From an optimization exercise on the open Yosys and OpenROAD flow, aimed at small area; shortcuts taken in it are not production practice.
The RTL was checked by simulation tests, not by an equivalence proof against the original design. No driver is modelled on the clock port, so clocking that relies on it looks cheaper here than on a real chip.

--- standard.sh ---
#!/bin/bash
# synth_recipe.tcl (not shown) runs the flow's synth.tcl, then flattens the netlist and writes it again
# the make line also repeats each setting of config.mk as NAME=value (left out here)
make -C /OpenROAD-flow-scripts/flow DESIGN_CONFIG=/design/flow/config.mk WORK_HOME=/design/flow/orfs CLKGATE_MAP_FILE= SYNTH_SCRIPT=/design/flow/synth_recipe.tcl "${@:-finish}"
--- constraint.sdc ---
create_clock -name core_clock -period 12.0 [get_ports {clk}]
set_input_delay 2.4000 -clock core_clock [delete_from_list [all_inputs] [get_ports {clk}]]
set_output_delay 2.4000 -clock core_clock [all_outputs]
set_load 0.01 [all_outputs]
--- flow/run.sh ---
#!/bin/bash
# Standard ORFS layout (the standard.sh, unchanged synthesis), with two changes:
#  - port buffers use the smallest buffer cell (buf_1) instead of the default choice;
#  - clock tree: larger sink clusters and no dummy loads, so fewer clock buffers.
set -euo pipefail
bash standard.sh \
  BUFFER_PORTS_ARGS="-buffer_cell sky130_fd_sc_hd__buf_1" \
  CTS_ARGS="-sink_clustering_enable -repair_clock_nets -dont_use_dummy_load -sink_clustering_size 30 -sink_clustering_max_diameter 100" \
  finish > standard_make.log 2>&1
--- config.mk ---
export PLATFORM = sky130hd
export DESIGN_NAME = dct_top
export DESIGN_NICKNAME = dct_top
export VERILOG_FILES = /design/flow/design.v
export SDC_FILE = /design/flow/constraint.sdc
export NUM_CORES = 4
export LEC_CHECK = 0
export CAP_MARGIN = 20
export CORE_MARGIN = 2
export CORE_UTILIZATION = 40
export SLEW_MARGIN = 20
--- design.v ---
`timescale 1ns / 1ps
module apadd #(parameter W = 13, parameter SUB = 0) (
    input  [W-1:0] A,
    input  [W-1:0] B,
    output [W-1:0] S,
    output C
);
    wire [W-1:0] Bp = SUB ? ~B : B;
    wire [W:2] c;
    assign c[2] = A[1];
    assign S[1:0] = Bp[1:0];
    genvar i;
    generate for (i = 2; i < W; i = i + 1) begin : g
        assign S[i] = A[i] ^ Bp[i] ^ c[i];
        assign c[i+1] = (A[i] & Bp[i]) | (A[i] & c[i]) | (Bp[i] & c[i]);
    end endgenerate
    assign C = c[W];
endmodule
module apnegsub #(parameter W = 13) (
    input  [W-1:0] A,
    input  [W-1:0] B,
    output [W-1:0] Y
);
    wire [W-1:2] h;
    wire [W:2] c, d;
    assign c[2] = ~A[1];
    assign d[2] = B[1] & B[0];
    assign Y[1:0] = {B[1] ^ B[0], ~B[0]};
    genvar i;
    generate for (i = 2; i < W; i = i + 1) begin : g
        assign h[i] = ~A[i] ^ B[i] ^ c[i];
        assign c[i+1] = (~A[i] & B[i]) | (~A[i] & c[i]) | (B[i] & c[i]);
        assign Y[i] = h[i] ^ d[i];
        assign d[i+1] = h[i] & d[i];
    end endgenerate
endmodule
module negw #(parameter W = 8) (
    input  [W-1:0] A,
    output [W-1:0] Y
);
    wire [W:0] c;
    assign c[0] = 1'b1;
    genvar i;
    generate for (i = 0; i < W; i = i + 1) begin : g
        assign Y[i] = ~A[i] ^ c[i];
        assign c[i+1] = ~A[i] & c[i];
    end endgenerate
endmodule
`timescale 1ns / 1ps
module DCT_app(
    input [7:0] x0, input [7:0] x1, input [7:0] x2, input [7:0] x3,
    input [7:0] x4, input [7:0] x5, input [7:0] x6, input [7:0] x7,
    output [74:0] row
);
  wire [8:0] a1_0;
  apadd #(.W(9), .SUB(0)) u_a1_0 (.A({{1{1'b0}}, x7}), .B({{1{1'b0}}, x0}), .S(a1_0), .C());
  wire [8:0] a1_1;
  apadd #(.W(9), .SUB(0)) u_a1_1 (.A({{1{1'b0}}, x6}), .B({{1{1'b0}}, x1}), .S(a1_1), .C());
  wire [8:0] a1_2;
  apadd #(.W(9), .SUB(0)) u_a1_2 (.A({{1{1'b0}}, x5}), .B({{1{1'b0}}, x2}), .S(a1_2), .C());
  wire [8:0] a1_3;
  apadd #(.W(9), .SUB(0)) u_a1_3 (.A({{1{1'b0}}, x4}), .B({{1{1'b0}}, x3}), .S(a1_3), .C());
  wire [8:0] a1_4;
  apadd #(.W(9), .SUB(1)) u_a1_4 (.A({{1{1'b0}}, x3}), .B({{1{1'b0}}, x4}), .S(a1_4), .C());
  wire [8:0] a1_5;
  apadd #(.W(9), .SUB(1)) u_a1_5 (.A({{1{1'b0}}, x2}), .B({{1{1'b0}}, x5}), .S(a1_5), .C());
  wire [8:0] a1_6;
  apadd #(.W(9), .SUB(1)) u_a1_6 (.A({{1{1'b0}}, x1}), .B({{1{1'b0}}, x6}), .S(a1_6), .C());
  wire [8:0] a1_7;
  apadd #(.W(9), .SUB(1)) u_a1_7 (.A({{1{1'b0}}, x0}), .B({{1{1'b0}}, x7}), .S(a1_7), .C());
  wire [9:0] a2_0;
  apadd #(.W(10), .SUB(0)) u_a2_0 (.A({{1{1'b0}}, a1_0}), .B({{1{1'b0}}, a1_3}), .S(a2_0), .C());
  wire [9:0] a2_1;
  apadd #(.W(10), .SUB(0)) u_a2_1 (.A({{1{1'b0}}, a1_1}), .B({{1{1'b0}}, a1_2}), .S(a2_1), .C());
  wire [9:0] a2_3;
  apadd #(.W(10), .SUB(1)) u_a2_3 (.A({{1{1'b0}}, a1_0}), .B({{1{1'b0}}, a1_3}), .S(a2_3), .C());
  wire [9:0] a2_6;
  apadd #(.W(10), .SUB(0)) u_a2_6 (.A({{1{a1_6[8]}}, a1_6}), .B({{1{a1_7[8]}}, a1_7}), .S(a2_6), .C());
  wire [10:0] a3_0;
  apadd #(.W(11), .SUB(0)) u_a3_0 (.A({{1{1'b0}}, a2_0}), .B({{1{1'b0}}, a2_1}), .S(a3_0), .C());
  wire [10:0] a3_1;
  apadd #(.W(11), .SUB(1)) u_a3_1 (.A({{1{1'b0}}, a2_0}), .B({{1{1'b0}}, a2_1}), .S(a3_1), .C());
  wire [10:0] n_7;
  apnegsub #(.W(11)) u_n_7 (.A({{2{a1_6[8]}}, a1_6}), .B({{2{a1_7[8]}}, a1_7}), .Y(n_7));
  wire [10:0] n_2;
  apnegsub #(.W(11)) u_n_2 (.A({{2{1'b0}}, a1_1}), .B({{2{1'b0}}, a1_2}), .Y(n_2));
  assign row = {n_2[10:2], n_7[10:2], a1_4[8:0], a3_1[10:3], a1_5[8:0], a2_3[9:0], a2_6[9:0], a3_0[10:0]};
endmodule
`timescale 1ns / 1ps
module DCT2_app(
    input [10:0] x0, input [10:0] x1, input [10:0] x2, input [10:0] x3,
    input [10:0] x4, input [10:0] x5, input [10:0] x6, input [10:0] x7,
    input col0,
    output [13:0] y0, output [13:0] y1, output [13:0] y2, output [13:0] y3,
    output [13:0] y4, output [13:0] y5, output [13:0] y6, output [13:0] y7
);
  wire [11:0] a1_0;
  apadd #(.W(12), .SUB(0)) u_a1_0 (.A({{1{x7[10]}}, x7}), .B({{1{x0[10]}}, x0}), .S(a1_0), .C());
  wire [11:0] a1_1;
  apadd #(.W(12), .SUB(0)) u_a1_1 (.A({{1{x6[10]}}, x6}), .B({{1{x1[10]}}, x1}), .S(a1_1), .C());
  wire [11:0] a1_2;
  apadd #(.W(12), .SUB(0)) u_a1_2 (.A({{1{x5[10]}}, x5}), .B({{1{x2[10]}}, x2}), .S(a1_2), .C());
  wire [11:0] a1_3;
  apadd #(.W(12), .SUB(0)) u_a1_3 (.A({{1{x4[10]}}, x4}), .B({{1{x3[10]}}, x3}), .S(a1_3), .C());
  wire [11:0] a1_4;
  apadd #(.W(12), .SUB(1)) u_a1_4 (.A({{1{x3[10]}}, x3}), .B({{1{x4[10]}}, x4}), .S(a1_4), .C());
  wire [11:0] a1_5;
  apadd #(.W(12), .SUB(1)) u_a1_5 (.A({{1{x2[10]}}, x2}), .B({{1{x5[10]}}, x5}), .S(a1_5), .C());
  wire [11:0] a1_6;
  apadd #(.W(12), .SUB(1)) u_a1_6 (.A({{1{x1[10]}}, x1}), .B({{1{x6[10]}}, x6}), .S(a1_6), .C());
  wire [11:0] a1_7;
  apadd #(.W(12), .SUB(1)) u_a1_7 (.A({{1{x0[10]}}, x0}), .B({{1{x7[10]}}, x7}), .S(a1_7), .C());
  wire [12:0] a2_0;
  apadd #(.W(13), .SUB(0)) u_a2_0 (.A({{1{a1_0[11]}}, a1_0}), .B({{1{a1_3[11]}}, a1_3}), .S(a2_0), .C());
  wire [12:0] a2_1;
  apadd #(.W(13), .SUB(0)) u_a2_1 (.A({{1{a1_1[11]}}, a1_1}), .B({{1{a1_2[11]}}, a1_2}), .S(a2_1), .C());
  wire [12:0] a2_3;
  apadd #(.W(13), .SUB(1)) u_a2_3 (.A({{1{a1_0[11]}}, a1_0}), .B({{1{a1_3[11]}}, a1_3}), .S(a2_3), .C());
  wire [12:0] a2_6;
  apadd #(.W(13), .SUB(0)) u_a2_6 (.A({{1{a1_6[11]}}, a1_6}), .B({{1{a1_7[11]}}, a1_7}), .S(a2_6), .C());
  wire [12:0] p0 = a2_0;
  wire [12:0] p1 = a2_1;
  wire [12:0] s0, s1; wire k0, k1;
  apadd #(.W(13), .SUB(0)) u_s0 (.A(p0), .B(p1), .S(s0), .C(k0));
  apadd #(.W(13), .SUB(1)) u_s1 (.A(p0), .B(p1), .S(s1), .C(k1));
  wire [13:0] n_7;
  apnegsub #(.W(14)) u_n_7 (.A({{2{a1_6[11]}}, a1_6}), .B({{2{a1_7[11]}}, a1_7}), .Y(n_7));
  wire [13:0] n_2;
  apnegsub #(.W(14)) u_n_2 (.A({{2{a1_1[11]}}, a1_1}), .B({{2{a1_2[11]}}, a1_2}), .Y(n_2));
  wire ci0 = s0[12] ^ p0[12] ^ p1[12];
  wire ci1 = s1[12] ^ p0[12] ^ ~p1[12];
  wire u0 = (~p0[12] & ~p1[12]) | (~p0[12] & ci0) | (~p1[12] & ci0);
  wire u1 = (~p0[12] & p1[12]) | (~p0[12] & ci1) | (p1[12] & ci1);
  assign y0 = {col0 ? u0 : (p0[12] ^ p1[12] ^ k0), s0};
  assign y4 = {col0 ? (u1 ^ (p1 != 13'h1000)) : (p0[12] ^ ~p1[12] ^ k1), s1};
  assign y1 = {{1{a2_6[12]}}, a2_6};
  assign y2 = {{1{a2_3[12]}}, a2_3};
  assign y3 = {{2{a1_5[11]}}, a1_5};
  assign y5 = {{2{a1_4[11]}}, a1_4};
  assign y6 = n_7;
  assign y7 = n_2;
endmodule
`timescale 1ns / 1ps
module dct_ram(
    input clk,
    input we,
    input [74:0] din,
    input [7:0] col,
    input [2:0] addr,
    output [10:0] c0, output [10:0] c1, output [10:0] c2, output [10:0] c3,
    output [10:0] c4, output [10:0] c5, output [10:0] c6, output [10:0] c7
);
  reg [74:0] st0, st1, st2, st3, st4, st5, st6, st7;
  always @(posedge clk) begin
    st0 <= we ? din : st7;
    st1 <= st0;
    st2 <= st1;
    st3 <= st2;
    st4 <= st3;
    st5 <= st4;
    st6 <= st5;
    st7 <= st6;
  end
  wire [10:0] o0;
  assign o0[0] = (col[0] & st0[0])
      | (col[1] & st1[11])
      | (col[2] & st2[21])
      | (col[3] & st3[31])
      | (col[4] & ~st4[0])
      | (col[5] & st5[48])
      | (col[6] & ~st6[11])
      | (col[7] & ~st7[0]);
  assign o0[1] = (col[0] & st0[1])
      | (col[1] & st1[12])
      | (col[2] & st2[22])
      | (col[3] & st3[32])
      | (col[4] & ~st4[1])
      | (col[5] & st5[49])
      | (col[6] & (st6[12] ^ st6[11]))
      | (col[7] & (st7[1] ^ st7[0]));
  assign o0[2] = (col[0] & st0[2])
      | (col[1] & st1[13])
      | (col[2] & st2[23])
      | (col[3] & st3[33])
      | (col[4] & ~st4[2])
      | (col[5] & st5[50])
      | (col[6] & st6[57])
      | (col[7] & st7[66]);
  assign o0[3] = (col[0] & st0[3])
      | (col[1] & st1[14])
      | (col[2] & st2[24])
      | (col[3] & st3[34])
      | (col[4] & st4[40])
      | (col[5] & st5[51])
      | (col[6] & st6[58])
      | (col[7] & st7[67]);
  assign o0[4] = (col[0] & st0[4])
      | (col[1] & st1[15])
      | (col[2] & st2[25])
      | (col[3] & st3[35])
      | (col[4] & st4[41])
      | (col[5] & st5[52])
      | (col[6] & st6[59])
      | (col[7] & st7[68]);
  assign o0[5] = (col[0] & st0[5])
      | (col[1] & st1[16])
      | (col[2] & st2[26])
      | (col[3] & st3[36])
      | (col[4] & st4[42])
      | (col[5] & st5[53])
      | (col[6] & st6[60])
      | (col[7] & st7[69]);
  assign o0[6] = (col[0] & st0[6])
      | (col[1] & st1[17])
      | (col[2] & st2[27])
      | (col[3] & st3[37])
      | (col[4] & st4[43])
      | (col[5] & st5[54])
      | (col[6] & st6[61])
      | (col[7] & st7[70]);
  assign o0[7] = (col[0] & st0[7])
      | (col[1] & st1[18])
      | (col[2] & st2[28])
      | (col[3] & st3[38])
      | (col[4] & st4[44])
      | (col[5] & st5[55])
      | (col[6] & st6[62])
      | (col[7] & st7[71]);
  wire g0_8 = (col[3] & st3[39]) | (col[5] & st5[56]);
  assign o0[8] = (col[0] & st0[8])
      | (col[1] & st1[19])
      | (col[2] & st2[29])
      | (col[4] & st4[45])
      | (col[6] & st6[63])
      | (col[7] & st7[72])
      | g0_8;
  wire g0_9 = g0_8 | (col[1] & st1[20]) | (col[2] & st2[30]);
  assign o0[9] = (col[0] & st0[9])
      | (col[4] & st4[46])
      | (col[6] & st6[64])
      | (col[7] & st7[73])
      | g0_9;
  wire g0_10 = g0_9 | (col[0] & ~st0[10]) | (col[4] & st4[47]) | (col[6] & st6[65]) | (col[7] & st7[74]);
  assign o0[10] = g0_10;
  assign c0 = o0;
  wire [10:0] o1;
  assign o1[0] = (col[0] & st7[0])
      | (col[1] & st0[11])
      | (col[2] & st1[21])
      | (col[3] & st2[31])
      | (col[4] & ~st3[0])
      | (col[5] & st4[48])
      | (col[6] & ~st5[11])
      | (col[7] & ~st6[0]);
  assign o1[1] = (col[0] & st7[1])
      | (col[1] & st0[12])
      | (col[2] & st1[22])
      | (col[3] & st2[32])
      | (col[4] & ~st3[1])
      | (col[5] & st4[49])
      | (col[6] & (st5[12] ^ st5[11]))
      | (col[7] & (st6[1] ^ st6[0]));
  assign o1[2] = (col[0] & st7[2])
      | (col[1] & st0[13])
      | (col[2] & st1[23])
      | (col[3] & st2[33])
      | (col[4] & ~st3[2])
      | (col[5] & st4[50])
      | (col[6] & st5[57])
      | (col[7] & st6[66]);
  assign o1[3] = (col[0] & st7[3])
      | (col[1] & st0[14])
      | (col[2] & st1[24])
      | (col[3] & st2[34])
      | (col[4] & st3[40])
      | (col[5] & st4[51])
      | (col[6] & st5[58])
      | (col[7] & st6[67]);
  assign o1[4] = (col[0] & st7[4])
      | (col[1] & st0[15])
      | (col[2] & st1[25])
      | (col[3] & st2[35])
      | (col[4] & st3[41])
      | (col[5] & st4[52])
      | (col[6] & st5[59])
      | (col[7] & st6[68]);
  assign o1[5] = (col[0] & st7[5])
      | (col[1] & st0[16])
      | (col[2] & st1[26])
      | (col[3] & st2[36])
      | (col[4] & st3[42])
      | (col[5] & st4[53])
      | (col[6] & st5[60])
      | (col[7] & st6[69]);
  assign o1[6] = (col[0] & st7[6])
      | (col[1] & st0[17])
      | (col[2] & st1[27])
      | (col[3] & st2[37])
      | (col[4] & st3[43])
      | (col[5] & st4[54])
      | (col[6] & st5[61])
      | (col[7] & st6[70]);
  assign o1[7] = (col[0] & st7[7])
      | (col[1] & st0[18])
      | (col[2] & st1[28])
      | (col[3] & st2[38])
      | (col[4] & st3[44])
      | (col[5] & st4[55])
      | (col[6] & st5[62])
      | (col[7] & st6[71]);
  wire g1_8 = (col[3] & st2[39]) | (col[5] & st4[56]);
  assign o1[8] = (col[0] & st7[8])
      | (col[1] & st0[19])
      | (col[2] & st1[29])
      | (col[4] & st3[45])
      | (col[6] & st5[63])
      | (col[7] & st6[72])
      | g1_8;
  wire g1_9 = g1_8 | (col[1] & st0[20]) | (col[2] & st1[30]);
  assign o1[9] = (col[0] & st7[9])
      | (col[4] & st3[46])
      | (col[6] & st5[64])
      | (col[7] & st6[73])
      | g1_9;
  wire g1_10 = g1_9 | (col[0] & ~st7[10]) | (col[4] & st3[47]) | (col[6] & st5[65]) | (col[7] & st6[74]);
  assign o1[10] = g1_10;
  assign c1 = o1;
  wire [10:0] o2;
  assign o2[0] = (col[0] & st6[0])
      | (col[1] & st7[11])
      | (col[2] & st0[21])
      | (col[3] & st1[31])
      | (col[4] & ~st2[0])
      | (col[5] & st3[48])
      | (col[6] & ~st4[11])
      | (col[7] & ~st5[0]);
  assign o2[1] = (col[0] & st6[1])
      | (col[1] & st7[12])
      | (col[2] & st0[22])
      | (col[3] & st1[32])
      | (col[4] & ~st2[1])
      | (col[5] & st3[49])
      | (col[6] & (st4[12] ^ st4[11]))
      | (col[7] & (st5[1] ^ st5[0]));
  assign o2[2] = (col[0] & st6[2])
      | (col[1] & st7[13])
      | (col[2] & st0[23])
      | (col[3] & st1[33])
      | (col[4] & ~st2[2])
      | (col[5] & st3[50])
      | (col[6] & st4[57])
      | (col[7] & st5[66]);
  assign o2[3] = (col[0] & st6[3])
      | (col[1] & st7[14])
      | (col[2] & st0[24])
      | (col[3] & st1[34])
      | (col[4] & st2[40])
      | (col[5] & st3[51])
      | (col[6] & st4[58])
      | (col[7] & st5[67]);
  assign o2[4] = (col[0] & st6[4])
      | (col[1] & st7[15])
      | (col[2] & st0[25])
      | (col[3] & st1[35])
      | (col[4] & st2[41])
      | (col[5] & st3[52])
      | (col[6] & st4[59])
      | (col[7] & st5[68]);
  assign o2[5] = (col[0] & st6[5])
      | (col[1] & st7[16])
      | (col[2] & st0[26])
      | (col[3] & st1[36])
      | (col[4] & st2[42])
      | (col[5] & st3[53])
      | (col[6] & st4[60])
      | (col[7] & st5[69]);
  assign o2[6] = (col[0] & st6[6])
      | (col[1] & st7[17])
      | (col[2] & st0[27])
      | (col[3] & st1[37])
      | (col[4] & st2[43])
      | (col[5] & st3[54])
      | (col[6] & st4[61])
      | (col[7] & st5[70]);
  assign o2[7] = (col[0] & st6[7])
      | (col[1] & st7[18])
      | (col[2] & st0[28])
      | (col[3] & st1[38])
      | (col[4] & st2[44])
      | (col[5] & st3[55])
      | (col[6] & st4[62])
      | (col[7] & st5[71]);
  wire g2_8 = (col[3] & st1[39]) | (col[5] & st3[56]);
  assign o2[8] = (col[0] & st6[8])
      | (col[1] & st7[19])
      | (col[2] & st0[29])
      | (col[4] & st2[45])
      | (col[6] & st4[63])
      | (col[7] & st5[72])
      | g2_8;
  wire g2_9 = g2_8 | (col[1] & st7[20]) | (col[2] & st0[30]);
  assign o2[9] = (col[0] & st6[9])
      | (col[4] & st2[46])
      | (col[6] & st4[64])
      | (col[7] & st5[73])
      | g2_9;
  wire g2_10 = g2_9 | (col[0] & ~st6[10]) | (col[4] & st2[47]) | (col[6] & st4[65]) | (col[7] & st5[74]);
  assign o2[10] = g2_10;
  assign c2 = o2;
  wire [10:0] o3;
  assign o3[0] = (col[0] & st5[0])
      | (col[1] & st6[11])
      | (col[2] & st7[21])
      | (col[3] & st0[31])
      | (col[4] & ~st1[0])
      | (col[5] & st2[48])
      | (col[6] & ~st3[11])
      | (col[7] & ~st4[0]);
  assign o3[1] = (col[0] & st5[1])
      | (col[1] & st6[12])
      | (col[2] & st7[22])
      | (col[3] & st0[32])
      | (col[4] & ~st1[1])
      | (col[5] & st2[49])
      | (col[6] & (st3[12] ^ st3[11]))
      | (col[7] & (st4[1] ^ st4[0]));
  assign o3[2] = (col[0] & st5[2])
      | (col[1] & st6[13])
      | (col[2] & st7[23])
      | (col[3] & st0[33])
      | (col[4] & ~st1[2])
      | (col[5] & st2[50])
      | (col[6] & st3[57])
      | (col[7] & st4[66]);
  assign o3[3] = (col[0] & st5[3])
      | (col[1] & st6[14])
      | (col[2] & st7[24])
      | (col[3] & st0[34])
      | (col[4] & st1[40])
      | (col[5] & st2[51])
      | (col[6] & st3[58])
      | (col[7] & st4[67]);
  assign o3[4] = (col[0] & st5[4])
      | (col[1] & st6[15])
      | (col[2] & st7[25])
      | (col[3] & st0[35])
      | (col[4] & st1[41])
      | (col[5] & st2[52])
      | (col[6] & st3[59])
      | (col[7] & st4[68]);
  assign o3[5] = (col[0] & st5[5])
      | (col[1] & st6[16])
      | (col[2] & st7[26])
      | (col[3] & st0[36])
      | (col[4] & st1[42])
      | (col[5] & st2[53])
      | (col[6] & st3[60])
      | (col[7] & st4[69]);
  assign o3[6] = (col[0] & st5[6])
      | (col[1] & st6[17])
      | (col[2] & st7[27])
      | (col[3] & st0[37])
      | (col[4] & st1[43])
      | (col[5] & st2[54])
      | (col[6] & st3[61])
      | (col[7] & st4[70]);
  assign o3[7] = (col[0] & st5[7])
      | (col[1] & st6[18])
      | (col[2] & st7[28])
      | (col[3] & st0[38])
      | (col[4] & st1[44])
      | (col[5] & st2[55])
      | (col[6] & st3[62])
      | (col[7] & st4[71]);
  wire g3_8 = (col[3] & st0[39]) | (col[5] & st2[56]);
  assign o3[8] = (col[0] & st5[8])
      | (col[1] & st6[19])
      | (col[2] & st7[29])
      | (col[4] & st1[45])
      | (col[6] & st3[63])
      | (col[7] & st4[72])
      | g3_8;
  wire g3_9 = g3_8 | (col[1] & st6[20]) | (col[2] & st7[30]);
  assign o3[9] = (col[0] & st5[9])
      | (col[4] & st1[46])
      | (col[6] & st3[64])
      | (col[7] & st4[73])
      | g3_9;
  wire g3_10 = g3_9 | (col[0] & ~st5[10]) | (col[4] & st1[47]) | (col[6] & st3[65]) | (col[7] & st4[74]);
  assign o3[10] = g3_10;
  assign c3 = o3;
  wire [10:0] o4;
  assign o4[0] = (col[0] & st4[0])
      | (col[1] & st5[11])
      | (col[2] & st6[21])
      | (col[3] & st7[31])
      | (col[4] & ~st0[0])
      | (col[5] & st1[48])
      | (col[6] & ~st2[11])
      | (col[7] & ~st3[0]);
  assign o4[1] = (col[0] & st4[1])
      | (col[1] & st5[12])
      | (col[2] & st6[22])
      | (col[3] & st7[32])
      | (col[4] & ~st0[1])
      | (col[5] & st1[49])
      | (col[6] & (st2[12] ^ st2[11]))
      | (col[7] & (st3[1] ^ st3[0]));
  assign o4[2] = (col[0] & st4[2])
      | (col[1] & st5[13])
      | (col[2] & st6[23])
      | (col[3] & st7[33])
      | (col[4] & ~st0[2])
      | (col[5] & st1[50])
      | (col[6] & st2[57])
      | (col[7] & st3[66]);
  assign o4[3] = (col[0] & st4[3])
      | (col[1] & st5[14])
      | (col[2] & st6[24])
      | (col[3] & st7[34])
      | (col[4] & st0[40])
      | (col[5] & st1[51])
      | (col[6] & st2[58])
      | (col[7] & st3[67]);
  assign o4[4] = (col[0] & st4[4])
      | (col[1] & st5[15])
      | (col[2] & st6[25])
      | (col[3] & st7[35])
      | (col[4] & st0[41])
      | (col[5] & st1[52])
      | (col[6] & st2[59])
      | (col[7] & st3[68]);
  assign o4[5] = (col[0] & st4[5])
      | (col[1] & st5[16])
      | (col[2] & st6[26])
      | (col[3] & st7[36])
      | (col[4] & st0[42])
      | (col[5] & st1[53])
      | (col[6] & st2[60])
      | (col[7] & st3[69]);
  assign o4[6] = (col[0] & st4[6])
      | (col[1] & st5[17])
      | (col[2] & st6[27])
      | (col[3] & st7[37])
      | (col[4] & st0[43])
      | (col[5] & st1[54])
      | (col[6] & st2[61])
      | (col[7] & st3[70]);
  assign o4[7] = (col[0] & st4[7])
      | (col[1] & st5[18])
      | (col[2] & st6[28])
      | (col[3] & st7[38])
      | (col[4] & st0[44])
      | (col[5] & st1[55])
      | (col[6] & st2[62])
      | (col[7] & st3[71]);
  wire g4_8 = (col[3] & st7[39]) | (col[5] & st1[56]);
  assign o4[8] = (col[0] & st4[8])
      | (col[1] & st5[19])
      | (col[2] & st6[29])
      | (col[4] & st0[45])
      | (col[6] & st2[63])
      | (col[7] & st3[72])
      | g4_8;
  wire g4_9 = g4_8 | (col[1] & st5[20]) | (col[2] & st6[30]);
  assign o4[9] = (col[0] & st4[9])
      | (col[4] & st0[46])
      | (col[6] & st2[64])
      | (col[7] & st3[73])
      | g4_9;
  wire g4_10 = g4_9 | (col[0] & ~st4[10]) | (col[4] & st0[47]) | (col[6] & st2[65]) | (col[7] & st3[74]);
  assign o4[10] = g4_10;
  assign c4 = o4;
  wire [10:0] o5;
  assign o5[0] = (col[0] & st3[0])
      | (col[1] & st4[11])
      | (col[2] & st5[21])
      | (col[3] & st6[31])
      | (col[4] & ~st7[0])
      | (col[5] & st0[48])
      | (col[6] & ~st1[11])
      | (col[7] & ~st2[0]);
  assign o5[1] = (col[0] & st3[1])
      | (col[1] & st4[12])
      | (col[2] & st5[22])
      | (col[3] & st6[32])
      | (col[4] & ~st7[1])
      | (col[5] & st0[49])
      | (col[6] & (st1[12] ^ st1[11]))
      | (col[7] & (st2[1] ^ st2[0]));
  assign o5[2] = (col[0] & st3[2])
      | (col[1] & st4[13])
      | (col[2] & st5[23])
      | (col[3] & st6[33])
      | (col[4] & ~st7[2])
      | (col[5] & st0[50])
      | (col[6] & st1[57])
      | (col[7] & st2[66]);
  assign o5[3] = (col[0] & st3[3])
      | (col[1] & st4[14])
      | (col[2] & st5[24])
      | (col[3] & st6[34])
      | (col[4] & st7[40])
      | (col[5] & st0[51])
      | (col[6] & st1[58])
      | (col[7] & st2[67]);
  assign o5[4] = (col[0] & st3[4])
      | (col[1] & st4[15])
      | (col[2] & st5[25])
      | (col[3] & st6[35])
      | (col[4] & st7[41])
      | (col[5] & st0[52])
      | (col[6] & st1[59])
      | (col[7] & st2[68]);
  assign o5[5] = (col[0] & st3[5])
      | (col[1] & st4[16])
      | (col[2] & st5[26])
      | (col[3] & st6[36])
      | (col[4] & st7[42])
      | (col[5] & st0[53])
      | (col[6] & st1[60])
      | (col[7] & st2[69]);
  assign o5[6] = (col[0] & st3[6])
      | (col[1] & st4[17])
      | (col[2] & st5[27])
      | (col[3] & st6[37])
      | (col[4] & st7[43])
      | (col[5] & st0[54])
      | (col[6] & st1[61])
      | (col[7] & st2[70]);
  assign o5[7] = (col[0] & st3[7])
      | (col[1] & st4[18])
      | (col[2] & st5[28])
      | (col[3] & st6[38])
      | (col[4] & st7[44])
      | (col[5] & st0[55])
      | (col[6] & st1[62])
      | (col[7] & st2[71]);
  wire g5_8 = (col[3] & st6[39]) | (col[5] & st0[56]);
  assign o5[8] = (col[0] & st3[8])
      | (col[1] & st4[19])
      | (col[2] & st5[29])
      | (col[4] & st7[45])
      | (col[6] & st1[63])
      | (col[7] & st2[72])
      | g5_8;
  wire g5_9 = g5_8 | (col[1] & st4[20]) | (col[2] & st5[30]);
  assign o5[9] = (col[0] & st3[9])
      | (col[4] & st7[46])
      | (col[6] & st1[64])
      | (col[7] & st2[73])
      | g5_9;
  wire g5_10 = g5_9 | (col[0] & ~st3[10]) | (col[4] & st7[47]) | (col[6] & st1[65]) | (col[7] & st2[74]);
  assign o5[10] = g5_10;
  assign c5 = o5;
  wire [10:0] o6;
  assign o6[0] = (col[0] & st2[0])
      | (col[1] & st3[11])
      | (col[2] & st4[21])
      | (col[3] & st5[31])
      | (col[4] & ~st6[0])
      | (col[5] & st7[48])
      | (col[6] & ~st0[11])
      | (col[7] & ~st1[0]);
  assign o6[1] = (col[0] & st2[1])
      | (col[1] & st3[12])
      | (col[2] & st4[22])
      | (col[3] & st5[32])
      | (col[4] & ~st6[1])
      | (col[5] & st7[49])
      | (col[6] & (st0[12] ^ st0[11]))
      | (col[7] & (st1[1] ^ st1[0]));
  assign o6[2] = (col[0] & st2[2])
      | (col[1] & st3[13])
      | (col[2] & st4[23])
      | (col[3] & st5[33])
      | (col[4] & ~st6[2])
      | (col[5] & st7[50])
      | (col[6] & st0[57])
      | (col[7] & st1[66]);
  assign o6[3] = (col[0] & st2[3])
      | (col[1] & st3[14])
      | (col[2] & st4[24])
      | (col[3] & st5[34])
      | (col[4] & st6[40])
      | (col[5] & st7[51])
      | (col[6] & st0[58])
      | (col[7] & st1[67]);
  assign o6[4] = (col[0] & st2[4])
      | (col[1] & st3[15])
      | (col[2] & st4[25])
      | (col[3] & st5[35])
      | (col[4] & st6[41])
      | (col[5] & st7[52])
      | (col[6] & st0[59])
      | (col[7] & st1[68]);
  assign o6[5] = (col[0] & st2[5])
      | (col[1] & st3[16])
      | (col[2] & st4[26])
      | (col[3] & st5[36])
      | (col[4] & st6[42])
      | (col[5] & st7[53])
      | (col[6] & st0[60])
      | (col[7] & st1[69]);
  assign o6[6] = (col[0] & st2[6])
      | (col[1] & st3[17])
      | (col[2] & st4[27])
      | (col[3] & st5[37])
      | (col[4] & st6[43])
      | (col[5] & st7[54])
      | (col[6] & st0[61])
      | (col[7] & st1[70]);
  assign o6[7] = (col[0] & st2[7])
      | (col[1] & st3[18])
      | (col[2] & st4[28])
      | (col[3] & st5[38])
      | (col[4] & st6[44])
      | (col[5] & st7[55])
      | (col[6] & st0[62])
      | (col[7] & st1[71]);
  wire g6_8 = (col[3] & st5[39]) | (col[5] & st7[56]);
  assign o6[8] = (col[0] & st2[8])
      | (col[1] & st3[19])
      | (col[2] & st4[29])
      | (col[4] & st6[45])
      | (col[6] & st0[63])
      | (col[7] & st1[72])
      | g6_8;
  wire g6_9 = g6_8 | (col[1] & st3[20]) | (col[2] & st4[30]);
  assign o6[9] = (col[0] & st2[9])
      | (col[4] & st6[46])
      | (col[6] & st0[64])
      | (col[7] & st1[73])
      | g6_9;
  wire g6_10 = g6_9 | (col[0] & ~st2[10]) | (col[4] & st6[47]) | (col[6] & st0[65]) | (col[7] & st1[74]);
  assign o6[10] = g6_10;
  assign c6 = o6;
  wire [10:0] o7;
  assign o7[0] = (col[0] & st1[0])
      | (col[1] & st2[11])
      | (col[2] & st3[21])
      | (col[3] & st4[31])
      | (col[4] & ~st5[0])
      | (col[5] & st6[48])
      | (col[6] & ~st7[11])
      | (col[7] & ~st0[0]);
  assign o7[1] = (col[0] & st1[1])
      | (col[1] & st2[12])
      | (col[2] & st3[22])
      | (col[3] & st4[32])
      | (col[4] & ~st5[1])
      | (col[5] & st6[49])
      | (col[6] & (st7[12] ^ st7[11]))
      | (col[7] & (st0[1] ^ st0[0]));
  assign o7[2] = (col[0] & st1[2])
      | (col[1] & st2[13])
      | (col[2] & st3[23])
      | (col[3] & st4[33])
      | (col[4] & ~st5[2])
      | (col[5] & st6[50])
      | (col[6] & st7[57])
      | (col[7] & st0[66]);
  assign o7[3] = (col[0] & st1[3])
      | (col[1] & st2[14])
      | (col[2] & st3[24])
      | (col[3] & st4[34])
      | (col[4] & st5[40])
      | (col[5] & st6[51])
      | (col[6] & st7[58])
      | (col[7] & st0[67]);
  assign o7[4] = (col[0] & st1[4])
      | (col[1] & st2[15])
      | (col[2] & st3[25])
      | (col[3] & st4[35])
      | (col[4] & st5[41])
      | (col[5] & st6[52])
      | (col[6] & st7[59])
      | (col[7] & st0[68]);
  assign o7[5] = (col[0] & st1[5])
      | (col[1] & st2[16])
      | (col[2] & st3[26])
      | (col[3] & st4[36])
      | (col[4] & st5[42])
      | (col[5] & st6[53])
      | (col[6] & st7[60])
      | (col[7] & st0[69]);
  assign o7[6] = (col[0] & st1[6])
      | (col[1] & st2[17])
      | (col[2] & st3[27])
      | (col[3] & st4[37])
      | (col[4] & st5[43])
      | (col[5] & st6[54])
      | (col[6] & st7[61])
      | (col[7] & st0[70]);
  assign o7[7] = (col[0] & st1[7])
      | (col[1] & st2[18])
      | (col[2] & st3[28])
      | (col[3] & st4[38])
      | (col[4] & st5[44])
      | (col[5] & st6[55])
      | (col[6] & st7[62])
      | (col[7] & st0[71]);
  wire g7_8 = (col[3] & st4[39]) | (col[5] & st6[56]);
  assign o7[8] = (col[0] & st1[8])
      | (col[1] & st2[19])
      | (col[2] & st3[29])
      | (col[4] & st5[45])
      | (col[6] & st7[63])
      | (col[7] & st0[72])
      | g7_8;
  wire g7_9 = g7_8 | (col[1] & st2[20]) | (col[2] & st3[30]);
  assign o7[9] = (col[0] & st1[9])
      | (col[4] & st5[46])
      | (col[6] & st7[64])
      | (col[7] & st0[73])
      | g7_9;
  wire g7_10 = g7_9 | (col[0] & ~st1[10]) | (col[4] & st5[47]) | (col[6] & st7[65]) | (col[7] & st0[74]);
  assign o7[10] = g7_10;
  assign c7 = o7;
endmodule
`timescale 1ns / 1ps
module dct_top(
	 input [7:0]x0,
	 input [7:0]x1,
	 input [7:0]x2,
	 input [7:0]x3,
	 input [7:0]x4,
	 input [7:0]x5,
	 input [7:0]x6,
	 input [7:0]x7,
	 input en,
	 input clk,
	 input rst,
	 output [13:0]y0,
	 output [13:0]y1,
	 output [13:0]y2,
	 output [13:0]y3,
	 output [13:0]y4,
	 output [13:0]y5,
	 output [13:0]y6,
	 output [13:0]y7
    );
	reg [7:0]addr;
	wire [74:0] row;
	wire [10:0] c0, c1, c2, c3, c4, c5, c6, c7;
	wire [7:0] col = {addr[0], addr[7:1]};
	DCT_app dct1(x0,x1,x2,x3,x4,x5,x6,x7,row);
	dct_ram dctRAM(clk,en,row,col,3'd0,c0,c1,c2,c3,c4,c5,c6,c7);
	DCT2_app dct2(c0,c1,c2,c3,c4,c5,c6,c7,col[0],y0,y1,y2,y3,y4,y5,y6,y7);
	always@(posedge clk) begin
		if (rst) addr <= 8'd1;
		else addr <= {addr[6:0], addr[7]};
	end
endmodule
==> results of run 1 <==
cell usage in the layout (no fill, tap or decap), drive strengths merged, types with 13 or more instances in the layout:
cell     instances
and3            16
fa             236
xnor2           42
inv            283
a22oi          256
o21ai           19
xor2            26
mux2            40
clkbuf          25
a221oi          25
nor2            53
dfxtp          608
and4            32
nand3           17
nand2           35
buf            187
nand4           20
a21oi           48
a2bb2oi         13
ha              65
layer usage:
layer | share of wire [%] | wire length, um | GRT usage, % | vias to the layer above
met4 | 4.4 | 2870 | 7.97 | 0
met2 | 51 | 33500 | 37.7 | 432
li1 | - | - | - | 6911
met3 | 4.2 | 2740 | 2.21 | 104
met5 | 0 | 0 | 0 | -
met1 | 40 | 26300 | 25.4 | 7598
metrics by stage:
step                cell area [um^2]  setup slack (ns)  util [%]
floorplan                      24300              2.31         -
global placement               25700              1.53      42.6
detailed placement             25700              1.34      42.6
CTS                            26300             0.739      43.6
global route                   26300             0.282      43.6
finish                         26300             0.736      43.6
state kept, by name (all words and copies together), names as in the netlist:
name,flops
addr,8
dctRAM.st0,75
dctRAM.st1,75
dctRAM.st2,75
dctRAM.st3,75
dctRAM.st4,75
dctRAM.st5,75
dctRAM.st6,75
dctRAM.st7,75
cells by family (layout without fill, tap and decap cells):
| group | after synthesis | after routing | synth area share [%] |
|---|---|---|---|
| xor gates and xnor gates | 68 | 68 | 2.45 |
| AOI/OAI and AO/OA | 398 | 398 | 12.1 |
| buffers and inverters | 375 | 496 | 5.96 |
| adders and majority gates | 306 | 306 | 23.0 |
| DFF | 608 | 608 | 50.0 |
| and+or+nand+nor | 198 | 198 | 4.43 |
| muxes | 45 | 45 | 2.06 |
worst paths after layout:
| path | from | end | slack, ns | cells past startpoint |
|---|---|---|---|---|
| worst max-delay path | addr[7] | y0[13] | 0.74 | 26 |
| worst min-delay path | dctRAM.st1[44] | dctRAM.st2[44] | 0.30 | 0 |
| worst max register to register | addr[1] | addr[2] | 9.58 | 3 |
| worst min register to register | dctRAM.st1[44] | dctRAM.st2[44] | 0.30 | 0 |
critical path, cell delays in order (launching register included):
cell and delay, ns:
dfxtp_2 0.82, clkinv_1 0.46, o22ai_1 0.43, or2_0 0.24, fa_1 0.19, inv_1 0.05
fa_1 0.38, fa_1 0.39, fa_1 0.38, fa_1 0.40, fa_1 0.40, fa_1 0.41
fa_1 0.40, fa_1 0.57, inv_1 0.08, ha_1 0.19, nor2_1 0.24, inv_1 0.10
fa_1 0.49, ha_1 0.26, nor4_1 0.41, nand3_1 0.16, a31o_1 0.20, a22oi_1 0.17
xnor2_1 0.09, mux2i_1 0.18, buf_1 0.17
cell type report:
class,count,area [um^2]
Fill cell,5520,34000
Sequential cell,608,12200
Multi-Input combinational cell,1015,10700
Inverter,284,1070
Tap cell,782,978
Timing Repair Buffer,188,758
Clock buffer,24,601
==> flow_summary.toml, run 1 <==
[sta]
min_period_ns = 11.26
post-route-period-util_pct = 93.9
rsz0062_at_grt = "no"
clock.fmax_mhz = 88.8
tightest_slew_ns = 0.942
setup_violations = 0
hold_viol = 0
fin_worst_skew_ns = 0.0479
setup_tns_ns = 0
finalMaxSlewViolations = 0
maxSlewHeadroom_pct = 37.2
hold_slack_ns = 0.303

[global_route]
antenna_found_initial = 0
grt_pass1_wl_mm = 98.8
grt_pass1_vias = 16100
gr-total-overflow = 0
grt_util_all_layers_pct = 20.8
grt_max_degree = 60

[clocking]
cts_hold_buffers = 0
tritoncts = "built"
cts.sinks = 608
clk_path_buf_depth = 3
cts_buffers = 24
cts-root-buf = "clkbuf_16"
postCtsSetupBuffers = 0
post_cts_resized = 0
path_clk_slew_ns = 0.11
clock_latency_ns = 0.60
htreeDepth = 1

[final_layout]
stdcell_count = 2901
fin_nets = 2489
areaGrowthSynthToFinish_pct = 8.07
drive_gt1_share_pct = 4.81
insertedDiodeCount = 0

[floorplanning]
dieHeight_um = 251
io_pins = 179
core_area_um2 = 60200
start_util_pct = 40.4
dieArea_um2 = 62800
die_w_um = 251
num_rows = 90

[synth]
synth_area_leaders = "dfxtp_1 (50%), fa_1 (19%), a22oi_1 (7.8%), inv_1 (4.4%), ha_1 (3.3%)"
yosysTopAreaCell = "dfxtp_1"
async_flop_share_pct = 0
yosysTopAreaCellShare_pct = 50.0
ys_seq_area_share_pct = 50.0
syn_inst = 1998
avgSynthCellArea_um2 = 12.2
synthTopCellsByCount = "dfxtp_1 (608), inv_1 (282), a22oi_1 (254)"
ys.flop_type = "dfxtp_1"
yosysWarnings = 2
synth_nets = 2366
yosysUniqueCellTypes = 64
ys_seq_elements = 608
synth_edf_count = 0
syn_area_um2 = 24300
synth.most_common_cell = "dfxtp_1"

[run]
maxCapViolCount = 0

[detailed_routing]
vias_per_cell = 5.19
drt_iter0_drc = 971
wl_per_cell_um = 22.5
drt_first_pass_iters = 6
antenna_left = 0
num_vias = 15000
drc = 0
postRouteWirelength_mm = 65.4

[place]
place.gp.congestion = 0.889
dp.cells = 2877
port_buffers = 175
dp_hpwl_mm = 50.7

[worst_setup_path]
crit_type = "reg2out"
critPathCaptureType = "output pin"
critPathLaunchType = "flop"
worstPathArrival_ns = 8.86
crit_path_max_fanout = 29
required_ns = 9.60

[run_status]
status = "no timing/DRC/antenna violations"

[min_path]
hp-class = "reg2reg"
==> inputs of run 2 (changes only) <==
--- a/design.v
+++ b/design.v
@@ -49,42 +49,2 @@
 `timescale 1ns / 1ps
-module DCT_app(
-    input [7:0] x0, input [7:0] x1, input [7:0] x2, input [7:0] x3,
-    input [7:0] x4, input [7:0] x5, input [7:0] x6, input [7:0] x7,
-    output [74:0] row
-);
-  wire [8:0] a1_0;
-  apadd #(.W(9), .SUB(0)) u_a1_0 (.A({{1{1'b0}}, x7}), .B({{1{1'b0}}, x0}), .S(a1_0), .C());
-  wire [8:0] a1_1;
-  apadd #(.W(9), .SUB(0)) u_a1_1 (.A({{1{1'b0}}, x6}), .B({{1{1'b0}}, x1}), .S(a1_1), .C());
-  wire [8:0] a1_2;
-  apadd #(.W(9), .SUB(0)) u_a1_2 (.A({{1{1'b0}}, x5}), .B({{1{1'b0}}, x2}), .S(a1_2), .C());
-  wire [8:0] a1_3;
-  apadd #(.W(9), .SUB(0)) u_a1_3 (.A({{1{1'b0}}, x4}), .B({{1{1'b0}}, x3}), .S(a1_3), .C());
-  wire [8:0] a1_4;
-  apadd #(.W(9), .SUB(1)) u_a1_4 (.A({{1{1'b0}}, x3}), .B({{1{1'b0}}, x4}), .S(a1_4), .C());
-  wire [8:0] a1_5;
-  apadd #(.W(9), .SUB(1)) u_a1_5 (.A({{1{1'b0}}, x2}), .B({{1{1'b0}}, x5}), .S(a1_5), .C());
-  wire [8:0] a1_6;
-  apadd #(.W(9), .SUB(1)) u_a1_6 (.A({{1{1'b0}}, x1}), .B({{1{1'b0}}, x6}), .S(a1_6), .C());
-  wire [8:0] a1_7;
-  apadd #(.W(9), .SUB(1)) u_a1_7 (.A({{1{1'b0}}, x0}), .B({{1{1'b0}}, x7}), .S(a1_7), .C());
-  wire [9:0] a2_0;
-  apadd #(.W(10), .SUB(0)) u_a2_0 (.A({{1{1'b0}}, a1_0}), .B({{1{1'b0}}, a1_3}), .S(a2_0), .C());
-  wire [9:0] a2_1;
-  apadd #(.W(10), .SUB(0)) u_a2_1 (.A({{1{1'b0}}, a1_1}), .B({{1{1'b0}}, a1_2}), .S(a2_1), .C());
-  wire [9:0] a2_3;
-  apadd #(.W(10), .SUB(1)) u_a2_3 (.A({{1{1'b0}}, a1_0}), .B({{1{1'b0}}, a1_3}), .S(a2_3), .C());
-  wire [9:0] a2_6;
-  apadd #(.W(10), .SUB(0)) u_a2_6 (.A({{1{a1_6[8]}}, a1_6}), .B({{1{a1_7[8]}}, a1_7}), .S(a2_6), .C());
-  wire [10:0] a3_0;
-  apadd #(.W(11), .SUB(0)) u_a3_0 (.A({{1{1'b0}}, a2_0}), .B({{1{1'b0}}, a2_1}), .S(a3_0), .C());
-  wire [10:0] a3_1;
-  apadd #(.W(11), .SUB(1)) u_a3_1 (.A({{1{1'b0}}, a2_0}), .B({{1{1'b0}}, a2_1}), .S(a3_1), .C());
-  wire [10:0] n_7;
-  apnegsub #(.W(11)) u_n_7 (.A({{2{a1_6[8]}}, a1_6}), .B({{2{a1_7[8]}}, a1_7}), .Y(n_7));
-  wire [10:0] n_2;
-  apnegsub #(.W(11)) u_n_2 (.A({{2{1'b0}}, a1_1}), .B({{2{1'b0}}, a1_2}), .Y(n_2));
-  assign row = {n_2[10:2], n_7[10:2], a1_4[8:0], a3_1[10:3], a1_5[8:0], a2_3[9:0], a2_6[9:0], a3_0[10:0]};
-endmodule
-`timescale 1ns / 1ps
 module DCT2_app(
@@ -94,3 +54,4 @@
     output [13:0] y0, output [13:0] y1, output [13:0] y2, output [13:0] y3,
-    output [13:0] y4, output [13:0] y5, output [13:0] y6, output [13:0] y7
+    output [13:0] y4, output [13:0] y5, output [13:0] y6, output [13:0] y7,
+    output [74:0] row
 );
@@ -141,2 +102,3 @@
   assign y7 = n_2;
+  assign row = {n_2[10:2], n_7[10:2], a1_4[8:0], s1[10:3], a1_5[8:0], a2_3[9:0], a2_6[9:0], s0[10:0]};
 endmodule
@@ -145,2 +107,3 @@
     input clk,
+    input wp,
     input we,
@@ -148,3 +111,4 @@
     input [7:0] col,
-    input [2:0] addr,
+    input pix,
+    input [63:0] px,
     output [10:0] c0, output [10:0] c1, output [10:0] c2, output [10:0] c3,
@@ -154,4 +118,4 @@
   always @(posedge clk) begin
-    st0 <= we ? din : st7;
-    st1 <= st0;
+    st0 <= wp ? {st7[74:64], px} : st7;
+    st1 <= we ? din : st0;
     st2 <= st1;
@@ -171,3 +135,4 @@
       | (col[6] & ~st6[11])
-      | (col[7] & ~st7[0]);
+      | (col[7] & ~st7[0])
+      | (pix & st0[0]);
   assign o0[1] = (col[0] & st0[1])
@@ -179,3 +144,4 @@
       | (col[6] & (st6[12] ^ st6[11]))
-      | (col[7] & (st7[1] ^ st7[0]));
+      | (col[7] & (st7[1] ^ st7[0]))
+      | (pix & st0[1]);
   assign o0[2] = (col[0] & st0[2])
@@ -187,3 +153,4 @@
       | (col[6] & st6[57])
-      | (col[7] & st7[66]);
+      | (col[7] & st7[66])
+      | (pix & st0[2]);
   assign o0[3] = (col[0] & st0[3])
@@ -195,3 +162,4 @@
       | (col[6] & st6[58])
-      | (col[7] & st7[67]);
+      | (col[7] & st7[67])
+      | (pix & st0[3]);
   assign o0[4] = (col[0] & st0[4])
@@ -203,3 +171,4 @@
       | (col[6] & st6[59])
-      | (col[7] & st7[68]);
+      | (col[7] & st7[68])
+      | (pix & st0[4]);
   assign o0[5] = (col[0] & st0[5])
@@ -211,3 +180,4 @@
       | (col[6] & st6[60])
-      | (col[7] & st7[69]);
+      | (col[7] & st7[69])
+      | (pix & st0[5]);
   assign o0[6] = (col[0] & st0[6])
@@ -219,3 +189,4 @@
       | (col[6] & st6[61])
-      | (col[7] & st7[70]);
+      | (col[7] & st7[70])
+      | (pix & st0[6]);
   assign o0[7] = (col[0] & st0[7])
@@ -227,3 +198,4 @@
       | (col[6] & st6[62])
-      | (col[7] & st7[71]);
+      | (col[7] & st7[71])
+      | (pix & st0[7]);
   wire g0_8 = (col[3] & st3[39]) | (col[5] & st5[56]);
@@ -253,3 +225,4 @@
       | (col[6] & ~st5[11])
-      | (col[7] & ~st6[0]);
+      | (col[7] & ~st6[0])
+      | (pix & st0[8]);
   assign o1[1] = (col[0] & st7[1])
@@ -261,3 +234,4 @@
       | (col[6] & (st5[12] ^ st5[11]))
-      | (col[7] & (st6[1] ^ st6[0]));
+      | (col[7] & (st6[1] ^ st6[0]))
+      | (pix & st0[9]);
   assign o1[2] = (col[0] & st7[2])
@@ -269,3 +243,4 @@
       | (col[6] & st5[57])
-      | (col[7] & st6[66]);
+      | (col[7] & st6[66])
+      | (pix & st0[10]);
   assign o1[3] = (col[0] & st7[3])
@@ -277,3 +252,4 @@
       | (col[6] & st5[58])
-      | (col[7] & st6[67]);
+      | (col[7] & st6[67])
+      | (pix & st0[11]);
   assign o1[4] = (col[0] & st7[4])
@@ -285,3 +261,4 @@
       | (col[6] & st5[59])
-      | (col[7] & st6[68]);
+      | (col[7] & st6[68])
+      | (pix & st0[12]);
   assign o1[5] = (col[0] & st7[5])
@@ -293,3 +270,4 @@
       | (col[6] & st5[60])
-      | (col[7] & st6[69]);
+      | (col[7] & st6[69])
+      | (pix & st0[13]);
   assign o1[6] = (col[0] & st7[6])
@@ -301,3 +279,4 @@
       | (col[6] & st5[61])
-      | (col[7] & st6[70]);
+      | (col[7] & st6[70])
+      | (pix & st0[14]);
   assign o1[7] = (col[0] & st7[7])
@@ -309,3 +288,4 @@
       | (col[6] & st5[62])
-      | (col[7] & st6[71]);
+      | (col[7] & st6[71])
+      | (pix & st0[15]);
   wire g1_8 = (col[3] & st2[39]) | (col[5] & st4[56]);
@@ -335,3 +315,4 @@
       | (col[6] & ~st4[11])
-      | (col[7] & ~st5[0]);
+      | (col[7] & ~st5[0])
+      | (pix & st0[16]);
   assign o2[1] = (col[0] & st6[1])
@@ -343,3 +324,4 @@
       | (col[6] & (st4[12] ^ st4[11]))
-      | (col[7] & (st5[1] ^ st5[0]));
+      | (col[7] & (st5[1] ^ st5[0]))
+      | (pix & st0[17]);
   assign o2[2] = (col[0] & st6[2])
@@ -351,3 +333,4 @@
       | (col[6] & st4[57])
-      | (col[7] & st5[66]);
+      | (col[7] & st5[66])
+      | (pix & st0[18]);
   assign o2[3] = (col[0] & st6[3])
@@ -359,3 +342,4 @@
       | (col[6] & st4[58])
-      | (col[7] & st5[67]);
+      | (col[7] & st5[67])
+      | (pix & st0[19]);
   assign o2[4] = (col[0] & st6[4])
@@ -367,3 +351,4 @@
       | (col[6] & st4[59])
-      | (col[7] & st5[68]);
+      | (col[7] & st5[68])
+      | (pix & st0[20]);
   assign o2[5] = (col[0] & st6[5])
@@ -375,3 +360,4 @@
       | (col[6] & st4[60])
-      | (col[7] & st5[69]);
+      | (col[7] & st5[69])
+      | (pix & st0[21]);
   assign o2[6] = (col[0] & st6[6])
@@ -383,3 +369,4 @@
       | (col[6] & st4[61])
-      | (col[7] & st5[70]);
+      | (col[7] & st5[70])
+      | (pix & st0[22]);
   assign o2[7] = (col[0] & st6[7])
@@ -391,3 +378,4 @@
       | (col[6] & st4[62])
-      | (col[7] & st5[71]);
+      | (col[7] & st5[71])
+      | (pix & st0[23]);
   wire g2_8 = (col[3] & st1[39]) | (col[5] & st3[56]);
@@ -417,3 +405,4 @@
       | (col[6] & ~st3[11])
-      | (col[7] & ~st4[0]);
+      | (col[7] & ~st4[0])
+      | (pix & st0[24]);
   assign o3[1] = (col[0] & st5[1])
@@ -425,3 +414,4 @@
       | (col[6] & (st3[12] ^ st3[11]))
-      | (col[7] & (st4[1] ^ st4[0]));
+      | (col[7] & (st4[1] ^ st4[0]))
+      | (pix & st0[25]);
   assign o3[2] = (col[0] & st5[2])
@@ -433,3 +423,4 @@
       | (col[6] & st3[57])
-      | (col[7] & st4[66]);
+      | (col[7] & st4[66])
+      | (pix & st0[26]);
   assign o3[3] = (col[0] & st5[3])
@@ -441,3 +432,4 @@
       | (col[6] & st3[58])
-      | (col[7] & st4[67]);
+      | (col[7] & st4[67])
+      | (pix & st0[27]);
   assign o3[4] = (col[0] & st5[4])
@@ -449,3 +441,4 @@
       | (col[6] & st3[59])
-      | (col[7] & st4[68]);
+      | (col[7] & st4[68])
+      | (pix & st0[28]);
   assign o3[5] = (col[0] & st5[5])
@@ -457,3 +450,4 @@
       | (col[6] & st3[60])
-      | (col[7] & st4[69]);
+      | (col[7] & st4[69])
+      | (pix & st0[29]);
   assign o3[6] = (col[0] & st5[6])
@@ -465,3 +459,4 @@
       | (col[6] & st3[61])
-      | (col[7] & st4[70]);
+      | (col[7] & st4[70])
+      | (pix & st0[30]);
   assign o3[7] = (col[0] & st5[7])
@@ -473,3 +468,4 @@
       | (col[6] & st3[62])
-      | (col[7] & st4[71]);
+      | (col[7] & st4[71])
+      | (pix & st0[31]);
   wire g3_8 = (col[3] & st0[39]) | (col[5] & st2[56]);
@@ -499,3 +495,4 @@
       | (col[6] & ~st2[11])
-      | (col[7] & ~st3[0]);
+      | (col[7] & ~st3[0])
+      | (pix & st0[32]);
   assign o4[1] = (col[0] & st4[1])
@@ -507,3 +504,4 @@
       | (col[6] & (st2[12] ^ st2[11]))
-      | (col[7] & (st3[1] ^ st3[0]));
+      | (col[7] & (st3[1] ^ st3[0]))
+      | (pix & st0[33]);
   assign o4[2] = (col[0] & st4[2])
@@ -515,3 +513,4 @@
       | (col[6] & st2[57])
-      | (col[7] & st3[66]);
+      | (col[7] & st3[66])
+      | (pix & st0[34]);
   assign o4[3] = (col[0] & st4[3])
@@ -523,3 +522,4 @@
       | (col[6] & st2[58])
-      | (col[7] & st3[67]);
+      | (col[7] & st3[67])
+      | (pix & st0[35]);
   assign o4[4] = (col[0] & st4[4])
@@ -531,3 +531,4 @@
       | (col[6] & st2[59])
-      | (col[7] & st3[68]);
+      | (col[7] & st3[68])
+      | (pix & st0[36]);
   assign o4[5] = (col[0] & st4[5])
@@ -539,3 +540,4 @@
       | (col[6] & st2[60])
-      | (col[7] & st3[69]);
+      | (col[7] & st3[69])
+      | (pix & st0[37]);
   assign o4[6] = (col[0] & st4[6])
@@ -547,3 +549,4 @@
       | (col[6] & st2[61])
-      | (col[7] & st3[70]);
+      | (col[7] & st3[70])
+      | (pix & st0[38]);
   assign o4[7] = (col[0] & st4[7])
@@ -555,3 +558,4 @@
       | (col[6] & st2[62])
-      | (col[7] & st3[71]);
+      | (col[7] & st3[71])
+      | (pix & st0[39]);
   wire g4_8 = (col[3] & st7[39]) | (col[5] & st1[56]);
@@ -581,3 +585,4 @@
       | (col[6] & ~st1[11])
-      | (col[7] & ~st2[0]);
+      | (col[7] & ~st2[0])
+      | (pix & st0[40]);
   assign o5[1] = (col[0] & st3[1])
@@ -589,3 +594,4 @@
       | (col[6] & (st1[12] ^ st1[11]))
-      | (col[7] & (st2[1] ^ st2[0]));
+      | (col[7] & (st2[1] ^ st2[0]))
+      | (pix & st0[41]);
   assign o5[2] = (col[0] & st3[2])
@@ -597,3 +603,4 @@
       | (col[6] & st1[57])
-      | (col[7] & st2[66]);
+      | (col[7] & st2[66])
+      | (pix & st0[42]);
   assign o5[3] = (col[0] & st3[3])
@@ -605,3 +612,4 @@
       | (col[6] & st1[58])
-      | (col[7] & st2[67]);
+      | (col[7] & st2[67])
+      | (pix & st0[43]);
   assign o5[4] = (col[0] & st3[4])
@@ -613,3 +621,4 @@
       | (col[6] & st1[59])
-      | (col[7] & st2[68]);
+      | (col[7] & st2[68])
+      | (pix & st0[44]);
   assign o5[5] = (col[0] & st3[5])
@@ -621,3 +630,4 @@
       | (col[6] & st1[60])
-      | (col[7] & st2[69]);
+      | (col[7] & st2[69])
+      | (pix & st0[45]);
   assign o5[6] = (col[0] & st3[6])
@@ -629,3 +639,4 @@
       | (col[6] & st1[61])
-      | (col[7] & st2[70]);
+      | (col[7] & st2[70])
+      | (pix & st0[46]);
   assign o5[7] = (col[0] & st3[7])
@@ -637,3 +648,4 @@
       | (col[6] & st1[62])
-      | (col[7] & st2[71]);
+      | (col[7] & st2[71])
+      | (pix & st0[47]);
   wire g5_8 = (col[3] & st6[39]) | (col[5] & st0[56]);
@@ -663,3 +675,4 @@
       | (col[6] & ~st0[11])
-      | (col[7] & ~st1[0]);
+      | (col[7] & ~st1[0])
+      | (pix & st0[48]);
   assign o6[1] = (col[0] & st2[1])
@@ -671,3 +684,4 @@
       | (col[6] & (st0[12] ^ st0[11]))
-      | (col[7] & (st1[1] ^ st1[0]));
+      | (col[7] & (st1[1] ^ st1[0]))
+      | (pix & st0[49]);
   assign o6[2] = (col[0] & st2[2])
@@ -679,3 +693,4 @@
       | (col[6] & st0[57])
-      | (col[7] & st1[66]);
+      | (col[7] & st1[66])
+      | (pix & st0[50]);
   assign o6[3] = (col[0] & st2[3])
@@ -687,3 +702,4 @@
       | (col[6] & st0[58])
-      | (col[7] & st1[67]);
+      | (col[7] & st1[67])
+      | (pix & st0[51]);
   assign o6[4] = (col[0] & st2[4])
@@ -695,3 +711,4 @@
       | (col[6] & st0[59])
-      | (col[7] & st1[68]);
+      | (col[7] & st1[68])
+      | (pix & st0[52]);
   assign o6[5] = (col[0] & st2[5])
@@ -703,3 +720,4 @@
       | (col[6] & st0[60])
-      | (col[7] & st1[69]);
+      | (col[7] & st1[69])
+      | (pix & st0[53]);
   assign o6[6] = (col[0] & st2[6])
@@ -711,3 +729,4 @@
       | (col[6] & st0[61])
-      | (col[7] & st1[70]);
+      | (col[7] & st1[70])
+      | (pix & st0[54]);
   assign o6[7] = (col[0] & st2[7])
@@ -719,3 +738,4 @@
       | (col[6] & st0[62])
-      | (col[7] & st1[71]);
+      | (col[7] & st1[71])
+      | (pix & st0[55]);
   wire g6_8 = (col[3] & st5[39]) | (col[5] & st7[56]);
@@ -745,3 +765,4 @@
       | (col[6] & ~st7[11])
-      | (col[7] & ~st0[0]);
+      | (col[7] & ~st0[0])
+      | (pix & st0[56]);
   assign o7[1] = (col[0] & st1[1])
@@ -753,3 +774,4 @@
       | (col[6] & (st7[12] ^ st7[11]))
-      | (col[7] & (st0[1] ^ st0[0]));
+      | (col[7] & (st0[1] ^ st0[0]))
+      | (pix & st0[57]);
   assign o7[2] = (col[0] & st1[2])
@@ -761,3 +783,4 @@
       | (col[6] & st7[57])
-      | (col[7] & st0[66]);
+      | (col[7] & st0[66])
+      | (pix & st0[58]);
   assign o7[3] = (col[0] & st1[3])
@@ -769,3 +792,4 @@
       | (col[6] & st7[58])
-      | (col[7] & st0[67]);
+      | (col[7] & st0[67])
+      | (pix & st0[59]);
   assign o7[4] = (col[0] & st1[4])
@@ -777,3 +801,4 @@
       | (col[6] & st7[59])
-      | (col[7] & st0[68]);
+      | (col[7] & st0[68])
+      | (pix & st0[60]);
   assign o7[5] = (col[0] & st1[5])
@@ -785,3 +810,4 @@
       | (col[6] & st7[60])
-      | (col[7] & st0[69]);
+      | (col[7] & st0[69])
+      | (pix & st0[61]);
   assign o7[6] = (col[0] & st1[6])
@@ -793,3 +819,4 @@
       | (col[6] & st7[61])
-      | (col[7] & st0[70]);
+      | (col[7] & st0[70])
+      | (pix & st0[62]);
   assign o7[7] = (col[0] & st1[7])
@@ -801,3 +828,4 @@
       | (col[6] & st7[62])
-      | (col[7] & st0[71]);
+      | (col[7] & st0[71])
+      | (pix & st0[63]);
   wire g7_8 = (col[3] & st4[39]) | (col[5] & st6[56]);
@@ -843,8 +871,8 @@
 	reg [7:0]addr;
+	reg wr;
 	wire [74:0] row;
 	wire [10:0] c0, c1, c2, c3, c4, c5, c6, c7;
-	wire [7:0] col = {addr[0], addr[7:1]};
-	DCT_app dct1(x0,x1,x2,x3,x4,x5,x6,x7,row);
-	dct_ram dctRAM(clk,en,row,col,3'd0,c0,c1,c2,c3,c4,c5,c6,c7);
-	DCT2_app dct2(c0,c1,c2,c3,c4,c5,c6,c7,col[0],y0,y1,y2,y3,y4,y5,y6,y7);
+	wire [7:0] col = {addr[0], addr[7:1]} & {8{~wr}};
+	dct_ram dctRAM(clk,en,wr,row,col,wr,{x7,x6,x5,x4,x3,x2,x1,x0},c0,c1,c2,c3,c4,c5,c6,c7);
+	DCT2_app dct2(c0,c1,c2,c3,c4,c5,c6,c7,col[0],y0,y1,y2,y3,y4,y5,y6,y7,row);
 	always@(posedge clk) begin
@@ -852,2 +880,3 @@
 		else addr <= {addr[6:0], addr[7]};
+		wr <= en;
 	end
==> run 2 against run 1 <==
  * Count of clock-buffer cells in the layout rose by 1
  * Fmax grew 0.16%
  * Routed wire length up 9.9%
  * Sequential share of layout area rose by 1.8 points
  * Via count grew 5.4%
  * Largest cell class unchanged
  * Highest routed layer is now met5
==> flow_summary.toml, run 2 <==
[worst_setup_path]
cp_slowest_cell = "dfxtp_4"
required_ns = 9.60
path_cells = "inv_1 -> nand2_1 -> o21ai_0 -> a221o_1 -> or3_1 -> fa_1 -> fa_1 -> fa_1 -> fa_1 -> fa_1 -> fa_1 -> fa_1 -> inv_1 -> fa_1 -> inv_1 -> fa_1 -> inv_1 -> fa_1 -> fa_1 -> xnor2_1 -> xnor2_1 -> mux2_1 -> mux2i_1 -> buf_1"
crit_path_max_fanout = 40
critPathLaunchType = "flop"
worstPathArrival_ns = 8.85
critPathCaptureType = "output pin"
max_stage_delay_ns = 0.82
path_common_cell = "fa_1"
crit_type = "reg2out"

[clocking]
path_clk_slew_ns = 0.11
clock_latency_ns = 0.60
clk_path_buf_depth = 3
cts-root-buf = "clkbuf_16"
cts.sinks = 609
post_cts_resized = 0
cts_hold_buffers = 0
tritoncts = "built"
htreeDepth = 1
cts_buffers = 25
postCtsSetupBuffers = 0

[final_layout]
final_cell_mix = "dfxtp_1 (608), buf_1 (177), inv_1 (154)"
final_common_cell = "dfxtp_1"
areaGrowthSynthToFinish_pct = 8.73
fin_nets = 2376
drive_gt1_share_pct = 9.60
fill_cells = 5416

[sta]
post-route-period-util_pct = 93.7
rsz0062_at_grt = "no"
hold_viol = 0
clock.fmax_mhz = 88.9
setup_tns_ns = 0
min_period_ns = 11.25
maxSlewHeadroom_pct = 24.4
finalMaxSlewViolations = 0
tightest_slew_ns = 1.13
setup_violations = 0
fin_worst_skew_ns = 0.0663

[min_path]
hp-class = "reg2reg"

[synth]
yosysTopAreaCellShare_pct = 52.3
async_flop_share_pct = 0
avgSynthCellArea_um2 = 11.6
syn_area_um2 = 23300
synth_area_leaders = "dfxtp_1 (52%), fa_1 (9.8%), mux2_2 (5.9%), a22oi_1 (4.4%), ha_1 (3.1%)"
syn_inst = 2016
synth_edf_count = 0
yosysUniqueCellTypes = 77
synthTopCellsByCount = "dfxtp_1 (609), inv_1 (154), a22oi_1 (137)"
synth.most_common_cell = "dfxtp_1"
ys_seq_area_share_pct = 52.3
ys.flop_type = "dfxtp_1"
synth_nets = 2255
yosysTopAreaCell = "dfxtp_1"
ys_seq_elements = 609
yosysWarnings = 2

[floorplanning]
die_w_um = 245
io_pins = 179
dieHeight_um = 245
dieArea_um2 = 60200
core_area_um2 = 57600
num_rows = 88
start_util_pct = 40.5

[global_route]
gr-total-overflow = 0
antenna_found_initial = 4
grt_pass1_vias = 16100
grt_max_degree = 64
grt_util_all_layers_pct = 23.6
grt_pass1_wl_mm = 105

[place]
dp_hpwl_mm = 55.2
place.gp.congestion = 0.940
port_buffers = 178

[run]
maxCapViolCount = 0

[detailed_routing]
num_vias = 15900
drc = 0
drt_first_pass_iters = 7
drt_iter0_drc = 1316
vias_per_cell = 5.47
antenna_left = 0
postRouteWirelength_mm = 71.9
wl_per_cell_um = 24.8

[run_status]
status = "no timing/DRC/antenna violations"
run 2: final cells by class:
type / instances / area (um^2) / share of cell area [%]
flip-flops and latches: 609 / 12200 / 48.1
multi-input cells: 1148 / 10200 / 40.1
well taps: 765 / 957 / 3.78
repair buffers: 196 / 807 / 3.19
clock buffers: 25 / 626 / 2.47
inverters: 157 / 589 / 2.33
diodes: 1 / 2.50 / 0.00988
run 2: stage by stage:
step / hold slack [ns] / setup WS, ns / instance area (um^2) / utilization, % / instances
after floorplan: 0.310 / 2.12 / 23300 / - / 2016
after global placement: 0.312 / 1.48 / 24700 / 42.9 / 2875
after detailed placement: 0.312 / 1.41 / 24700 / 42.9 / 2875
after CTS: 0.275 / 0.736 / 25300 / 44.0 / 2900
after global routing: 0.267 / 0.260 / 25300 / 44.0 / 2901
final: 0.271 / 0.754 / 25300 / 44.0 / 2901
run 2: path summary, 6_finish.rpt:
check	startpoint	endpoint	slack, ns	cells after the start
setup / recovery	wr	y0[13]	0.75	24
hold / removal	dctRAM.st2[64]	dctRAM.st3[64]	0.27	0
setup reg to reg	wr	dctRAM.st1[47]	4.36	22
hold reg to reg	dctRAM.st2[64]	dctRAM.st3[64]	0.27	0
run 2: worst max-delay path, delay by kind of cell (launching register included):
kind            cells  cell delay, ns
buf+inv             5            0.50
fa+ha+maj          11            4.49
flops               1            0.82
simple gates        2            0.84
xor+xnor            2            0.72
compound gates      2            0.41
mux                 2            0.48
run 2: logic make-up after synthesis:
| kind of cell | synth area share [%] |
|---|---|
| adder cells (fa/ha/maj) | 13.1 |
| flip-flops | 52.3 |
| buffers and inverters | 4.34 |
| XOR/XNOR | 2.97 |
| AO/OA/AOI/OAI | 13.7 |
| AND/OR/NAND/NOR | 7.28 |
| multiplexers | 6.27 |
run 2: metal layers:
metal	GRT usage [%]	share of wire (%)
met1	30.1	42
met2	39.4	48
met3	4.04	6.2
met4	9.70	4.5
met5	0	0.038

## afterwards: timing with drivers on the ports
The flow's constraints put no driver on any port. The routed layouts listed below were extracted and timed again, unchanged, in two steps.
Step 1 assumes that a clkbuf_16 drives the clock port and a buf_2 every other input.
Step 2 also shifts input and output timing later by t, the mid clock arrival at the registers, as if the neighbouring blocks saw the same clock.
a / b / c = no drivers / after step 1 / after step 2; a / b = the first two.
run | t, ns | setup slack, ns | hold slack, ns | clock arrival spread, ns | worst slew at a driven data input, ns
run 1 | 0.623 | 0.736 / 0.683 / 1.306 | 0.303 / 0.303 / 0.303 | 0.058 / 0.058 | 0.05
run 2 | 0.623 | 0.754 / 0.695 / 1.318 | 0.271 / 0.271 / 0.271 | 0.070 / 0.069 | 0.07
After both steps every run listed still meets setup and hold.
